Context: an optimization exercise on an open-source flow, tuned for a short achievable clock period and few clock cycles. The choices shown serve that exercise and are no tape-out recipe. Power figures rest on the tool's default switching activity, not on a simulated workload.

==> run a: inputs <==
==> flow/design.v <==
module cpu(
    input clk,
    input rst,
    input [31:0] icache_rdata,
    input icache_resp,
    output [31:0] icache_addr,
    output icache_read,
    input [31:0] dcache_rdata,
    input dcache_resp,
    output [31:0] dcache_addr,
    output dcache_read,
    output dcache_write,
    output [3:0] dcache_byte_en,
    output [31:0] dcache_wdata
);
logic [31:2] pc;
logic        id_valid;
logic [31:0] id_instr;
logic [31:2] id_pc;
logic [31:0] ex_a, ex_b, ex_sd;             
logic        ex_a_fm, ex_a_fw;              
logic        ex_b_fm, ex_b_fw;
logic        ex_sd_fm, ex_sd_fw;
logic        ex_wen;                        
logic [4:0]  ex_rd;
logic        ex_op_add, ex_op_sub, ex_op_sll, ex_op_slt, ex_op_sltu;
logic        ex_op_xor, ex_op_srl, ex_op_sra, ex_op_or, ex_op_and, ex_op_pres;
logic [31:0] ex_pres;                       
logic        ex_br, ex_pred;                
logic        ex_c_eq, ex_c_ne, ex_c_lt, ex_c_ge, ex_c_ltu, ex_c_geu;
logic [31:2] ex_alt;                        
logic        ex_load, ex_store, ex_jalr;
logic [2:0]  ex_f3;
logic        mem_wen;
logic [4:0]  mem_rd;
logic [31:0] mem_res;
logic        mem_rreq, mem_wreq;
logic [3:0]  mem_be;
logic [31:0] mem_wdata;
logic [2:0]  mem_f3;
logic        mem_jalr;
logic [31:2] mem_target;
logic        wb_wen;
logic [4:0]  wb_rd;
logic [31:0] wb_res;
logic [31:0] rf [1:31];
assign icache_addr    = {pc, 2'b00};
assign icache_read    = 1'b1;
assign dcache_addr    = mem_res;
assign dcache_read    = mem_rreq;
assign dcache_write   = mem_wreq;
assign dcache_byte_en = mem_be;
assign dcache_wdata   = mem_wdata;
wire mstall = (mem_rreq | mem_wreq) & ~dcache_resp;
wire [6:0] opc = id_instr[6:0];
wire [2:0] f3  = id_instr[14:12];
wire [4:0] rs1 = id_instr[19:15];
wire [4:0] rs2 = id_instr[24:20];
wire [4:0] rd  = id_instr[11:7];
wire       b30 = id_instr[30];
wire is_lui   = opc[6:2] == 5'b01101;
wire is_auipc = opc[6:2] == 5'b00101;
wire is_jal   = opc[6:2] == 5'b11011;
wire is_jalr  = opc[6:2] == 5'b11001;
wire is_br    = opc[6:2] == 5'b11000;
wire is_load  = opc[6:2] == 5'b00000;
wire is_store = opc[6:2] == 5'b01000;
wire is_opimm = opc[6:2] == 5'b00100;
wire is_op    = opc[6:2] == 5'b01100;
wire [31:0] i_imm = {{21{id_instr[31]}}, id_instr[30:20]};
wire [31:0] s_imm = {{21{id_instr[31]}}, id_instr[30:25], id_instr[11:7]};
wire [31:0] b_imm = {{20{id_instr[31]}}, id_instr[7], id_instr[30:25], id_instr[11:8], 1'b0};
wire [31:0] u_imm = {id_instr[31:12], 12'h000};
wire [31:0] j_imm = {{12{id_instr[31]}}, id_instr[19:12], id_instr[20], id_instr[30:21], 1'b0};
wire uses_rs1 = ~(is_lui | is_auipc | is_jal);
wire uses_rs2 = is_br | is_store | is_op;
wire id_wen   = (is_lui | is_auipc | is_jal | is_jalr | is_load | is_opimm | is_op) & (rd != 5'd0);
wire [31:0] id_pcw   = {id_pc, 2'b00};
wire [31:0] id_pc4   = id_pcw + 32'd4;
wire [31:0] id_tgt   = id_pcw + (is_jal ? j_imm : is_br ? b_imm : u_imm);
wire        id_pred  = is_br & id_instr[31];           
wire [31:0] rv1 = (rs1 == 5'd0) ? 32'd0 : (wb_wen && wb_rd == rs1) ? wb_res : rf[rs1];
wire [31:0] rv2 = (rs2 == 5'd0) ? 32'd0 : (wb_wen && wb_rd == rs2) ? wb_res : rf[rs2];
wire a_fm = ex_wen  && ex_rd  == rs1;
wire a_fw = mem_wen && mem_rd == rs1 && !a_fm;
wire r2_fm = ex_wen  && ex_rd  == rs2;
wire r2_fw = mem_wen && mem_rd == rs2 && !r2_fm;
wire id_stall = id_valid & ex_load & ex_wen &
                ((uses_rs1 && ex_rd == rs1) || (uses_rs2 && ex_rd == rs2));
wire redirect_id = id_valid & (is_jal | id_pred);
wire [31:0] A  = ex_a_fm  ? mem_res : ex_a_fw  ? wb_res : ex_a;
wire [31:0] B  = ex_b_fm  ? mem_res : ex_b_fw  ? wb_res : ex_b;
wire [31:0] SD = ex_sd_fm ? mem_res : ex_sd_fw ? wb_res : ex_sd;
wire [31:0] sum  = A + B;
wire [31:0] diff = A - B;
wire        eq   = A == B;
wire        lt   = $signed(A) < $signed(B);
wire        ltu  = A < B;
wire [31:0] sll  = A << B[4:0];
wire [31:0] srl  = A >> B[4:0];
wire [31:0] sra  = $signed(A) >>> B[4:0];
wire [31:0] ex_res =
      ({32{ex_op_add}}  & sum)
    | ({32{ex_op_sub}}  & diff)
    | ({32{ex_op_sll}}  & sll)
    | ({32{ex_op_slt}}  & {31'd0, lt})
    | ({32{ex_op_sltu}} & {31'd0, ltu})
    | ({32{ex_op_xor}}  & (A ^ B))
    | ({32{ex_op_srl}}  & srl)
    | ({32{ex_op_sra}}  & sra)
    | ({32{ex_op_or}}   & (A | B))
    | ({32{ex_op_and}}  & (A & B))
    | ({32{ex_op_pres}} & ex_pres);
wire taken = (ex_c_eq & eq) | (ex_c_ne & ~eq) | (ex_c_lt & lt) | (ex_c_ge & ~lt)
           | (ex_c_ltu & ltu) | (ex_c_geu & ~ltu);
wire mispredict = ex_br & (taken ^ ex_pred);
logic [3:0]  st_be;
logic [31:0] st_data;
always_comb begin
    case (ex_f3[1:0])
        2'b00: begin
            st_be   = 4'b0001 << sum[1:0];
            st_data = {4{SD[7:0]}};
        end
        2'b01: begin
            st_be   = sum[1] ? 4'b1100 : 4'b0011;
            st_data = {2{SD[15:0]}};
        end
        default: begin
            st_be   = 4'b1111;
            st_data = SD;
        end
    endcase
end
logic [31:0] ld_val;
always_comb begin
    logic [7:0]  by;
    logic [15:0] hw;
    case (mem_res[1:0])
        2'b00: by = dcache_rdata[7:0];
        2'b01: by = dcache_rdata[15:8];
        2'b10: by = dcache_rdata[23:16];
        default: by = dcache_rdata[31:24];
    endcase
    hw = mem_res[1] ? dcache_rdata[31:16] : dcache_rdata[15:0];
    case (mem_f3)
        3'b000:  ld_val = {{24{by[7]}}, by};
        3'b001:  ld_val = {{16{hw[15]}}, hw};
        3'b100:  ld_val = {24'd0, by};
        3'b101:  ld_val = {16'd0, hw};
        default: ld_val = dcache_rdata;
    endcase
end
wire flush_mem = mem_jalr;                  
wire flush_ex  = flush_mem | mispredict;    
always_ff @(posedge clk) begin
    if (rst) begin
        pc       <= 30'h18;                 
        id_valid <= 1'b0;
        ex_wen   <= 1'b0;
        ex_br    <= 1'b0;
        ex_load  <= 1'b0;
        ex_store <= 1'b0;
        ex_jalr  <= 1'b0;
        mem_wen  <= 1'b0;
        mem_rreq <= 1'b0;
        mem_wreq <= 1'b0;
        mem_jalr <= 1'b0;
        wb_wen   <= 1'b0;
    end else if (!mstall) begin
        wb_wen <= mem_wen;
        wb_rd  <= mem_rd;
        wb_res <= mem_rreq ? ld_val : mem_res;
        mem_wen    <= ex_wen   & ~flush_mem;
        mem_rreq   <= ex_load  & ~flush_mem;
        mem_wreq   <= ex_store & ~flush_mem;
        mem_jalr   <= ex_jalr  & ~flush_mem;
        mem_rd     <= ex_rd;
        mem_res    <= ex_res;
        mem_be     <= st_be;
        mem_wdata  <= st_data;
        mem_f3     <= ex_f3;
        mem_target <= sum[31:2];
        if (flush_ex || id_stall || !id_valid) begin
            ex_wen   <= 1'b0;
            ex_br    <= 1'b0;
            ex_load  <= 1'b0;
            ex_store <= 1'b0;
            ex_jalr  <= 1'b0;
        end else begin
            ex_wen   <= id_wen;
            ex_br    <= is_br;
            ex_load  <= is_load;
            ex_store <= is_store;
            ex_jalr  <= is_jalr;
        end
        ex_rd    <= rd;
        ex_a     <= rv1;
        ex_a_fm  <= a_fm;
        ex_a_fw  <= a_fw;
        ex_b     <= (is_op | is_br) ? rv2 : is_store ? s_imm : i_imm;
        ex_b_fm  <= (is_op | is_br) & r2_fm;
        ex_b_fw  <= (is_op | is_br) & r2_fw;
        ex_sd    <= rv2;
        ex_sd_fm <= r2_fm;
        ex_sd_fw <= r2_fw;
        ex_pres  <= is_lui ? u_imm : is_auipc ? id_tgt : id_pc4;
        ex_op_pres <= is_lui | is_auipc | is_jal | is_jalr;
        ex_op_add  <= is_load | is_store | ((is_opimm | is_op) & f3 == 3'b000 & ~(is_op & b30));
        ex_op_sub  <= is_op & f3 == 3'b000 & b30;
        ex_op_sll  <= (is_opimm | is_op) & f3 == 3'b001;
        ex_op_slt  <= (is_opimm | is_op) & f3 == 3'b010;
        ex_op_sltu <= (is_opimm | is_op) & f3 == 3'b011;
        ex_op_xor  <= (is_opimm | is_op) & f3 == 3'b100;
        ex_op_srl  <= (is_opimm | is_op) & f3 == 3'b101 & ~b30;
        ex_op_sra  <= (is_opimm | is_op) & f3 == 3'b101 & b30;
        ex_op_or   <= (is_opimm | is_op) & f3 == 3'b110;
        ex_op_and  <= (is_opimm | is_op) & f3 == 3'b111;
        ex_c_eq  <= f3 == 3'b000;
        ex_c_ne  <= f3 == 3'b001;
        ex_c_lt  <= f3 == 3'b100;
        ex_c_ge  <= f3 == 3'b101;
        ex_c_ltu <= f3 == 3'b110;
        ex_c_geu <= f3 == 3'b111;
        ex_pred  <= id_pred;
        ex_alt   <= id_pred ? id_pc4[31:2] : id_tgt[31:2];
        ex_f3    <= f3;
        if (flush_mem) begin
            id_valid <= 1'b0;
            pc       <= mem_target;
        end else if (mispredict) begin
            id_valid <= 1'b0;
            pc       <= ex_alt;
        end else if (id_stall) begin
        end else if (redirect_id) begin
            id_valid <= 1'b0;
            pc       <= id_tgt[31:2];
        end else begin
            id_valid <= icache_resp;
            id_instr <= icache_rdata;
            id_pc    <= pc;
            if (icache_resp)
                pc <= pc + 30'd1;
        end
    end
end
always_ff @(posedge clk) begin
    if (wb_wen)
        rf[wb_rd] <= wb_res;
end
endmodule
==> flow/run.sh <==
#!/bin/bash
# synth_recipe.tcl (not shown) runs the flow's synth.tcl, then flattens the netlist and writes it again
# the make line also repeats each setting of config.mk as NAME=value (left out here)
make -C /OpenROAD-flow-scripts/flow DESIGN_CONFIG=/design/flow/config.mk WORK_HOME=/design/flow/orfs CLKGATE_MAP_FILE= SYNTH_SCRIPT=/design/flow/synth_recipe.tcl finish
==> flow/config.mk <==
export PLATFORM = sky130hd
export DESIGN_NAME = cpu
export DESIGN_NICKNAME = cpu
export VERILOG_FILES = /design/flow/design.v
export SDC_FILE = /design/flow/constraint.sdc
export NUM_CORES = 4
export LEC_CHECK = 0
export ABC_CLOCK_PERIOD_IN_PS = 3500
export CAP_MARGIN = 20
export CORE_MARGIN = 2
export CORE_UTILIZATION = 40
export SETUP_SLACK_MARGIN = 5
export SLEW_MARGIN = 20
==> flow/constraint.sdc <==
create_clock -name core_clock -period 9.5 [get_ports {clk}]
set_input_delay 1.9000 -clock core_clock [delete_from_list [all_inputs] [get_ports {clk}]]
set_output_delay 1.9000 -clock core_clock [all_outputs]
set_load 0.01 [all_outputs]
==> inputs of run b, as changes to run a <==
==> flow/design.v, changed modules only <==
module cpu(
    input clk,
    input rst,
    input [31:0] icache_rdata,
    input icache_resp,
    output [31:0] icache_addr,
    output icache_read,
    input [31:0] dcache_rdata,
    input dcache_resp,
    output [31:0] dcache_addr,
    output dcache_read,
    output dcache_write,
    output [3:0] dcache_byte_en,
    output [31:0] dcache_wdata
);
logic [31:2] pc;
logic        btb_valid;
logic [31:2] btb_pc, btb_tgt;
logic        id_valid;
logic [31:0] id_instr;
logic [31:2] id_pc;
logic        id_bp;                         
logic [31:0] ex_a, ex_b, ex_sd;             
logic        ex_a_fm, ex_b_fm, ex_sd_fm;    
logic        ex_wen;                        
logic [4:0]  ex_rd;
logic        ex_op_add, ex_op_sub, ex_op_sll, ex_op_slt, ex_op_sltu;
logic        ex_op_xor, ex_op_srl, ex_op_sra, ex_op_or, ex_op_and, ex_op_pres;
logic [31:0] ex_pres;                       
logic        ex_br, ex_pred;                
logic        ex_c_eq, ex_c_ne, ex_c_lt, ex_c_ge, ex_c_ltu, ex_c_geu;
logic [31:2] ex_alt;                        
logic        ex_load, ex_store, ex_jalr;
logic [2:0]  ex_f3;
logic        mem_wen;
logic [4:0]  mem_rd;
logic [31:0] mem_res;
logic        mem_rreq, mem_wreq;
logic [3:0]  mem_be;
logic [31:0] mem_wdata;
logic [2:0]  mem_f3;
logic        mem_redir;                     
logic [31:2] mem_target;
logic        wb_wen;
logic [4:0]  wb_rd;
logic [31:0] wb_res;
logic [31:0] rf [1:31];
assign icache_addr    = {pc, 2'b00};
assign icache_read    = 1'b1;
assign dcache_addr    = mem_res;
assign dcache_read    = mem_rreq;
assign dcache_write   = mem_wreq;
assign dcache_byte_en = mem_be;
assign dcache_wdata   = mem_wdata;
wire mstall = (mem_rreq | mem_wreq) & ~dcache_resp;
wire [6:0] opc = id_instr[6:0];
wire [2:0] f3  = id_instr[14:12];
wire [4:0] rs1 = id_instr[19:15];
wire [4:0] rs2 = id_instr[24:20];
wire [4:0] rd  = id_instr[11:7];
wire       b30 = id_instr[30];
wire is_lui   = opc[6:2] == 5'b01101;
wire is_auipc = opc[6:2] == 5'b00101;
wire is_jal   = opc[6:2] == 5'b11011;
wire is_jalr  = opc[6:2] == 5'b11001;
wire is_br    = opc[6:2] == 5'b11000;
wire is_load  = opc[6:2] == 5'b00000;
wire is_store = opc[6:2] == 5'b01000;
wire is_opimm = opc[6:2] == 5'b00100;
wire is_op    = opc[6:2] == 5'b01100;
wire [31:0] i_imm = {{21{id_instr[31]}}, id_instr[30:20]};
wire [31:0] s_imm = {{21{id_instr[31]}}, id_instr[30:25], id_instr[11:7]};
wire [31:0] b_imm = {{20{id_instr[31]}}, id_instr[7], id_instr[30:25], id_instr[11:8], 1'b0};
wire [31:0] u_imm = {id_instr[31:12], 12'h000};
wire [31:0] j_imm = {{12{id_instr[31]}}, id_instr[19:12], id_instr[20], id_instr[30:21], 1'b0};
wire uses_rs1 = ~(is_lui | is_auipc | is_jal);
wire uses_rs2 = is_br | is_store | is_op;
wire id_wen   = (is_lui | is_auipc | is_jal | is_jalr | is_load | is_opimm | is_op) & (rd != 5'd0);
wire [31:0] id_pcw   = {id_pc, 2'b00};
wire [31:0] id_pc4   = id_pcw + 32'd4;
wire [31:0] id_tgt   = id_pcw + (is_jal ? j_imm : is_br ? b_imm : u_imm);
wire        id_pred  = is_br & id_instr[31];           
wire [31:0] rv1 = (rs1 == 5'd0) ? 32'd0 : (wb_wen && wb_rd == rs1) ? wb_res : rf[rs1];
wire [31:0] rv2 = (rs2 == 5'd0) ? 32'd0 : (wb_wen && wb_rd == rs2) ? wb_res : rf[rs2];
wire a_fm = ex_wen  && ex_rd  == rs1;
wire a_fw = mem_wen && mem_rd == rs1 && !a_fm;
wire r2_fm = ex_wen  && ex_rd  == rs2;
wire r2_fw = mem_wen && mem_rd == rs2 && !r2_fm;
wire id_stall = id_valid & ex_load & ex_wen &
                ((uses_rs1 && ex_rd == rs1) || (uses_rs2 && ex_rd == rs2));
wire id_taken    = is_jal | id_pred;
wire redirect_id = id_valid & (id_taken ^ id_bp);
wire [31:2] id_rtgt = id_taken ? id_tgt[31:2] : id_pc4[31:2];
wire btb_hit = btb_valid && btb_pc == pc;
wire [31:0] A  = ex_a_fm  ? mem_res : ex_a;
wire [31:0] B  = ex_b_fm  ? mem_res : ex_b;
wire [31:0] SD = ex_sd_fm ? mem_res : ex_sd;
wire [31:0] sum  = A + B;
wire [31:0] diff = A - B;
wire        eq   = A == B;
wire        lt   = $signed(A) < $signed(B);
wire        ltu  = A < B;
wire [31:0] sll  = A << B[4:0];
wire [31:0] srl  = A >> B[4:0];
wire [31:0] sra  = $signed(A) >>> B[4:0];
wire [31:0] ex_res =
      ({32{ex_op_add}}  & sum)
    | ({32{ex_op_sub}}  & diff)
    | ({32{ex_op_sll}}  & sll)
    | ({32{ex_op_slt}}  & {31'd0, lt})
    | ({32{ex_op_sltu}} & {31'd0, ltu})
    | ({32{ex_op_xor}}  & (A ^ B))
    | ({32{ex_op_srl}}  & srl)
    | ({32{ex_op_sra}}  & sra)
    | ({32{ex_op_or}}   & (A | B))
    | ({32{ex_op_and}}  & (A & B))
    | ({32{ex_op_pres}} & ex_pres);
wire taken = (ex_c_eq & eq) | (ex_c_ne & ~eq) | (ex_c_lt & lt) | (ex_c_ge & ~lt)
           | (ex_c_ltu & ltu) | (ex_c_geu & ~ltu);
wire mispredict = ex_br & (taken ^ ex_pred);
logic [3:0]  st_be;
logic [31:0] st_data;
always_comb begin
    case (ex_f3[1:0])
        2'b00: begin
            st_be   = 4'b0001 << sum[1:0];
            st_data = {4{SD[7:0]}};
        end
        2'b01: begin
            st_be   = sum[1] ? 4'b1100 : 4'b0011;
            st_data = {2{SD[15:0]}};
        end
        default: begin
            st_be   = 4'b1111;
            st_data = SD;
        end
    endcase
end
logic [31:0] ld_val;
always_comb begin
    logic [7:0]  by;
    logic [15:0] hw;
    case (mem_res[1:0])
        2'b00: by = dcache_rdata[7:0];
        2'b01: by = dcache_rdata[15:8];
        2'b10: by = dcache_rdata[23:16];
        default: by = dcache_rdata[31:24];
    endcase
    hw = mem_res[1] ? dcache_rdata[31:16] : dcache_rdata[15:0];
    case (mem_f3)
        3'b000:  ld_val = {{24{by[7]}}, by};
        3'b001:  ld_val = {{16{hw[15]}}, hw};
        3'b100:  ld_val = {24'd0, by};
        3'b101:  ld_val = {16'd0, hw};
        default: ld_val = dcache_rdata;
    endcase
end
wire [31:0] mem_val = mem_rreq ? ld_val : mem_res;
wire flush_mem = mem_redir;                 
always_ff @(posedge clk) begin
    if (rst) begin
        pc       <= 30'h18;                 
        id_valid <= 1'b0;
        ex_wen   <= 1'b0;
        ex_br    <= 1'b0;
        ex_load  <= 1'b0;
        ex_store <= 1'b0;
        ex_jalr  <= 1'b0;
        btb_valid <= 1'b0;
        mem_wen  <= 1'b0;
        mem_rreq <= 1'b0;
        mem_wreq <= 1'b0;
        mem_redir <= 1'b0;
        wb_wen   <= 1'b0;
    end else if (!mstall) begin
        wb_wen <= mem_wen;
        wb_rd  <= mem_rd;
        wb_res <= mem_val;
        mem_wen    <= ex_wen   & ~flush_mem;
        mem_rreq   <= ex_load  & ~flush_mem;
        mem_wreq   <= ex_store & ~flush_mem;
        mem_redir  <= (ex_jalr | mispredict) & ~flush_mem;
        mem_rd     <= ex_rd;
        mem_res    <= ex_res;
        mem_be     <= st_be;
        mem_wdata  <= st_data;
        mem_f3     <= ex_f3;
        mem_target <= ex_jalr ? sum[31:2] : ex_alt;
        if (flush_mem || id_stall || !id_valid) begin
            ex_wen   <= 1'b0;
            ex_br    <= 1'b0;
            ex_load  <= 1'b0;
            ex_store <= 1'b0;
            ex_jalr  <= 1'b0;
        end else begin
            ex_wen   <= id_wen;
            ex_br    <= is_br;
            ex_load  <= is_load;
            ex_store <= is_store;
            ex_jalr  <= is_jalr;
        end
        ex_rd    <= rd;
        ex_a     <= a_fw ? mem_val : rv1;
        ex_a_fm  <= a_fm;
        ex_b     <= (is_op | is_br) ? (r2_fw ? mem_val : rv2) : is_store ? s_imm : i_imm;
        ex_b_fm  <= (is_op | is_br) & r2_fm;
        ex_sd    <= r2_fw ? mem_val : rv2;
        ex_sd_fm <= r2_fm;
        ex_pres  <= is_lui ? u_imm : is_auipc ? id_tgt : id_pc4;
        ex_op_pres <= is_lui | is_auipc | is_jal | is_jalr;
        ex_op_add  <= is_load | is_store | ((is_opimm | is_op) & f3 == 3'b000 & ~(is_op & b30));
        ex_op_sub  <= is_op & f3 == 3'b000 & b30;
        ex_op_sll  <= (is_opimm | is_op) & f3 == 3'b001;
        ex_op_slt  <= (is_opimm | is_op) & f3 == 3'b010;
        ex_op_sltu <= (is_opimm | is_op) & f3 == 3'b011;
        ex_op_xor  <= (is_opimm | is_op) & f3 == 3'b100;
        ex_op_srl  <= (is_opimm | is_op) & f3 == 3'b101 & ~b30;
        ex_op_sra  <= (is_opimm | is_op) & f3 == 3'b101 & b30;
        ex_op_or   <= (is_opimm | is_op) & f3 == 3'b110;
        ex_op_and  <= (is_opimm | is_op) & f3 == 3'b111;
        ex_c_eq  <= f3 == 3'b000;
        ex_c_ne  <= f3 == 3'b001;
        ex_c_lt  <= f3 == 3'b100;
        ex_c_ge  <= f3 == 3'b101;
        ex_c_ltu <= f3 == 3'b110;
        ex_c_geu <= f3 == 3'b111;
        ex_pred  <= id_pred;
        ex_alt   <= id_pred ? id_pc4[31:2] : id_tgt[31:2];
        ex_f3    <= f3;
        if (flush_mem) begin
            id_valid <= 1'b0;
            pc       <= mem_target;
        end else if (id_stall) begin
        end else if (redirect_id) begin
            id_valid <= 1'b0;
            pc       <= id_rtgt;
            if (id_pred && !id_bp) begin
                btb_valid <= 1'b1;
                btb_pc    <= id_pc;
                btb_tgt   <= id_tgt[31:2];
            end
        end else begin
            id_valid <= icache_resp;
            id_instr <= icache_rdata;
            id_pc    <= pc;
            id_bp    <= btb_hit;
            if (icache_resp)
                pc <= btb_hit ? btb_tgt : pc + 30'd1;
        end
    end
end
always_ff @(posedge clk) begin
    if (wb_wen)
        rf[wb_rd] <= wb_res;
end
endmodule
==> flow/flow/run.sh (new file) <==
#!/bin/bash
set -euo pipefail
bash standard.sh SETUP_SLACK_MARGIN=6.0 finish > standard_make.log 2>&1
==> flow/standard.sh (new file) <==
#!/bin/bash
# synth_recipe.tcl (not shown) runs the flow's synth.tcl, then flattens the netlist and writes it again
# the make line also repeats each setting of config.mk as NAME=value (left out here)
make -C /OpenROAD-flow-scripts/flow DESIGN_CONFIG=/design/flow/config.mk WORK_HOME=/design/flow/orfs CLKGATE_MAP_FILE= SYNTH_SCRIPT=/design/flow/synth_recipe.tcl "${@:-finish}"
--- a/flow/config.mk
+++ b/flow/config.mk
@@ -6,8 +6,7 @@
 export NUM_CORES = 4
 export LEC_CHECK = 0
-export ABC_CLOCK_PERIOD_IN_PS = 3500
+export ABC_CLOCK_PERIOD_IN_PS = 3000
 export CAP_MARGIN = 20
 export CORE_MARGIN = 2
 export CORE_UTILIZATION = 40
-export SETUP_SLACK_MARGIN = 5
 export SLEW_MARGIN = 20
removed: flow/run.sh
==> inputs of run c, as changes to run a <==
--- a/flow/design.v
+++ b/flow/design.v
@@ -15,7 +15,10 @@
 );
 logic [31:2] pc;
+logic        btb_valid;
+logic [31:2] btb_pc, btb_tgt;
 logic        id_valid;
 logic [31:0] id_instr;
 logic [31:2] id_pc;
+logic        id_bp;                         
 logic [31:0] ex_a, ex_b, ex_sd;             
 logic        ex_a_fm, ex_a_fw;              
@@ -39,5 +42,5 @@
 logic [31:0] mem_wdata;
 logic [2:0]  mem_f3;
-logic        mem_jalr;
+logic        mem_redir;                     
 logic [31:2] mem_target;
 logic        wb_wen;
@@ -88,5 +91,8 @@
 wire id_stall = id_valid & ex_load & ex_wen &
                 ((uses_rs1 && ex_rd == rs1) || (uses_rs2 && ex_rd == rs2));
-wire redirect_id = id_valid & (is_jal | id_pred);
+wire id_taken    = is_jal | id_pred;
+wire redirect_id = id_valid & (id_taken ^ id_bp);
+wire [31:2] id_rtgt = id_taken ? id_tgt[31:2] : id_pc4[31:2];
+wire btb_hit = btb_valid && btb_pc == pc;
 wire [31:0] A  = ex_a_fm  ? mem_res : ex_a_fw  ? wb_res : ex_a;
 wire [31:0] B  = ex_b_fm  ? mem_res : ex_b_fw  ? wb_res : ex_b;
@@ -152,6 +158,5 @@
     endcase
 end
-wire flush_mem = mem_jalr;                  
-wire flush_ex  = flush_mem | mispredict;    
+wire flush_mem = mem_redir;                 
 always_ff @(posedge clk) begin
     if (rst) begin
@@ -163,8 +168,9 @@
         ex_store <= 1'b0;
         ex_jalr  <= 1'b0;
+        btb_valid <= 1'b0;
         mem_wen  <= 1'b0;
         mem_rreq <= 1'b0;
         mem_wreq <= 1'b0;
-        mem_jalr <= 1'b0;
+        mem_redir <= 1'b0;
         wb_wen   <= 1'b0;
     end else if (!mstall) begin
@@ -175,5 +181,5 @@
         mem_rreq   <= ex_load  & ~flush_mem;
         mem_wreq   <= ex_store & ~flush_mem;
-        mem_jalr   <= ex_jalr  & ~flush_mem;
+        mem_redir  <= (ex_jalr | mispredict) & ~flush_mem;
         mem_rd     <= ex_rd;
         mem_res    <= ex_res;
@@ -181,6 +187,6 @@
         mem_wdata  <= st_data;
         mem_f3     <= ex_f3;
-        mem_target <= sum[31:2];
-        if (flush_ex || id_stall || !id_valid) begin
+        mem_target <= ex_jalr ? sum[31:2] : ex_alt;
+        if (flush_mem || id_stall || !id_valid) begin
             ex_wen   <= 1'b0;
             ex_br    <= 1'b0;
@@ -229,17 +235,20 @@
             id_valid <= 1'b0;
             pc       <= mem_target;
-        end else if (mispredict) begin
-            id_valid <= 1'b0;
-            pc       <= ex_alt;
         end else if (id_stall) begin
         end else if (redirect_id) begin
             id_valid <= 1'b0;
-            pc       <= id_tgt[31:2];
+            pc       <= id_rtgt;
+            if (id_pred && !id_bp) begin
+                btb_valid <= 1'b1;
+                btb_pc    <= id_pc;
+                btb_tgt   <= id_tgt[31:2];
+            end
         end else begin
             id_valid <= icache_resp;
             id_instr <= icache_rdata;
             id_pc    <= pc;
+            id_bp    <= btb_hit;
             if (icache_resp)
-                pc <= pc + 30'd1;
+                pc <= btb_hit ? btb_tgt : pc + 30'd1;
         end
     end
==> flow/flow/run.sh (new file) <==
#!/bin/bash
set -euo pipefail
bash standard.sh SETUP_SLACK_MARGIN=6.0 finish > standard_make.log 2>&1
==> flow/standard.sh (new file) <==
#!/bin/bash
# synth_recipe.tcl (not shown) runs the flow's synth.tcl, then flattens the netlist and writes it again
# the make line also repeats each setting of config.mk as NAME=value (left out here)
make -C /OpenROAD-flow-scripts/flow DESIGN_CONFIG=/design/flow/config.mk WORK_HOME=/design/flow/orfs CLKGATE_MAP_FILE= SYNTH_SCRIPT=/design/flow/synth_recipe.tcl "${@:-finish}"
--- a/flow/config.mk
+++ b/flow/config.mk
@@ -6,8 +6,7 @@
 export NUM_CORES = 4
 export LEC_CHECK = 0
-export ABC_CLOCK_PERIOD_IN_PS = 3500
+export ABC_CLOCK_PERIOD_IN_PS = 3000
 export CAP_MARGIN = 20
 export CORE_MARGIN = 2
 export CORE_UTILIZATION = 40
-export SETUP_SLACK_MARGIN = 5
 export SLEW_MARGIN = 20
removed: flow/run.sh
==> comparison table <==
|  | run a | run c | run b |
|---|---|---|---|
| Result of the run | no timing/DRC/antenna violations | no timing/DRC/antenna violations | no timing/DRC/antenna violations |
| Combinational Power | 3.34 mW | 4.77 mW | 5.01 mW |
| Adder-cell share of the synthesized area | 2.16% | 2.05% | 2.09% |
| Multi-input gate area | 33,700 um^2 | 38,700 um^2 | 37,100 um^2 |
| Final std cell area, no fill | 90,200 um^2 | 100,000 um^2 | 98,700 um^2 |
| Max transition margin | 16.9% | 13.9% | 23.6% |
| Wire length of the first global-routing pass | 402,000 um | 432,000 um | 416,000 um |
| Clock latency reported for the late side of the worst-skew pair | 0.85 ns | 0.86 ns | 0.85 ns |
| Routed vias/inst | 6.42 | 6.35 | 6.33 |
| Path depth of the worst reg2reg path | 19 | 19 | 16 |
| Number of optimization iterations in the first detailed-route pass | 9 | 6 | 5 |
| Measured slew at the worst slew-check pin | 1.25 ns | 1.28 ns | 1.15 ns |
| Xor/xnor share of the synthesized area | 1.66% | 1.99% | 2.05% |
| Core region area | 191,000 um^2 | 202,000 um^2 | 197,000 um^2 |
| Post-synthesis instance area | 76,900 um^2 | 80,900 um^2 | 79,400 um^2 |
| CTS-repair resized insts | 231 | 1,068 | 960 |
| Multi-input combinational area share | 37.4% | 38.7% | 37.5% |
| WP data required | 10.25 ns | 10.11 ns | 10.10 ns |
| Number of buffers created by CTS | 155 | 167 | 163 |
| Hold Startpoint | ex_f3[2]$_DFFE_PP_ | btb_valid$_SDFFE_PP0P_ | ex_br$_SDFFE_PP0N_ |
| Estimated wirelength of the detail-placed design | 180,000 um | 190,000 um | 183,000 um |
| Met3 global-route usage | 4.99% | 5.63% | 5.22% |
Function was not checked in any run of this note: the RTL went through the layout flow alone.

## afterwards: timing with drivers on the ports
In the flow no input, the clock included, has a driving cell. The finished layouts below were timed again as built, in two steps. Step 1: set_driving_cell puts a clkbuf_16 on clk and a buf_2 on each other input, an assumption about the parent block. Step 2 adds t to the input delays and takes it off the output delays; t is the mean of the earliest and latest rising clock arrival at the registers after step 1. Input paths then give back, and output paths get back, about the clock's delay inside the block. a / b / c = ideal ports / drivers / drivers and shift; a / b = the first two.
run | t (ns) | slack for setup (ns) | worst hold slack (ns) | worst setup path after step 2
run a | 0.919 | 4.861 / 4.861 / 4.597 | 0.434 / 0.434 / 0.434 | input to register
run b | 0.914 | 5.246 / 5.246 / 5.039 | 0.451 / 0.451 / 0.451 | input to register
run c | 0.904 | 5.318 / 5.318 / 5.027 | 0.461 / 0.461 / 0.461 | input to register
After both steps setup and hold are still met in every run listed. For run c, which loses most, drivers alone change the setup slack by 0.000 ns; drivers and shift together by -0.291 ns.
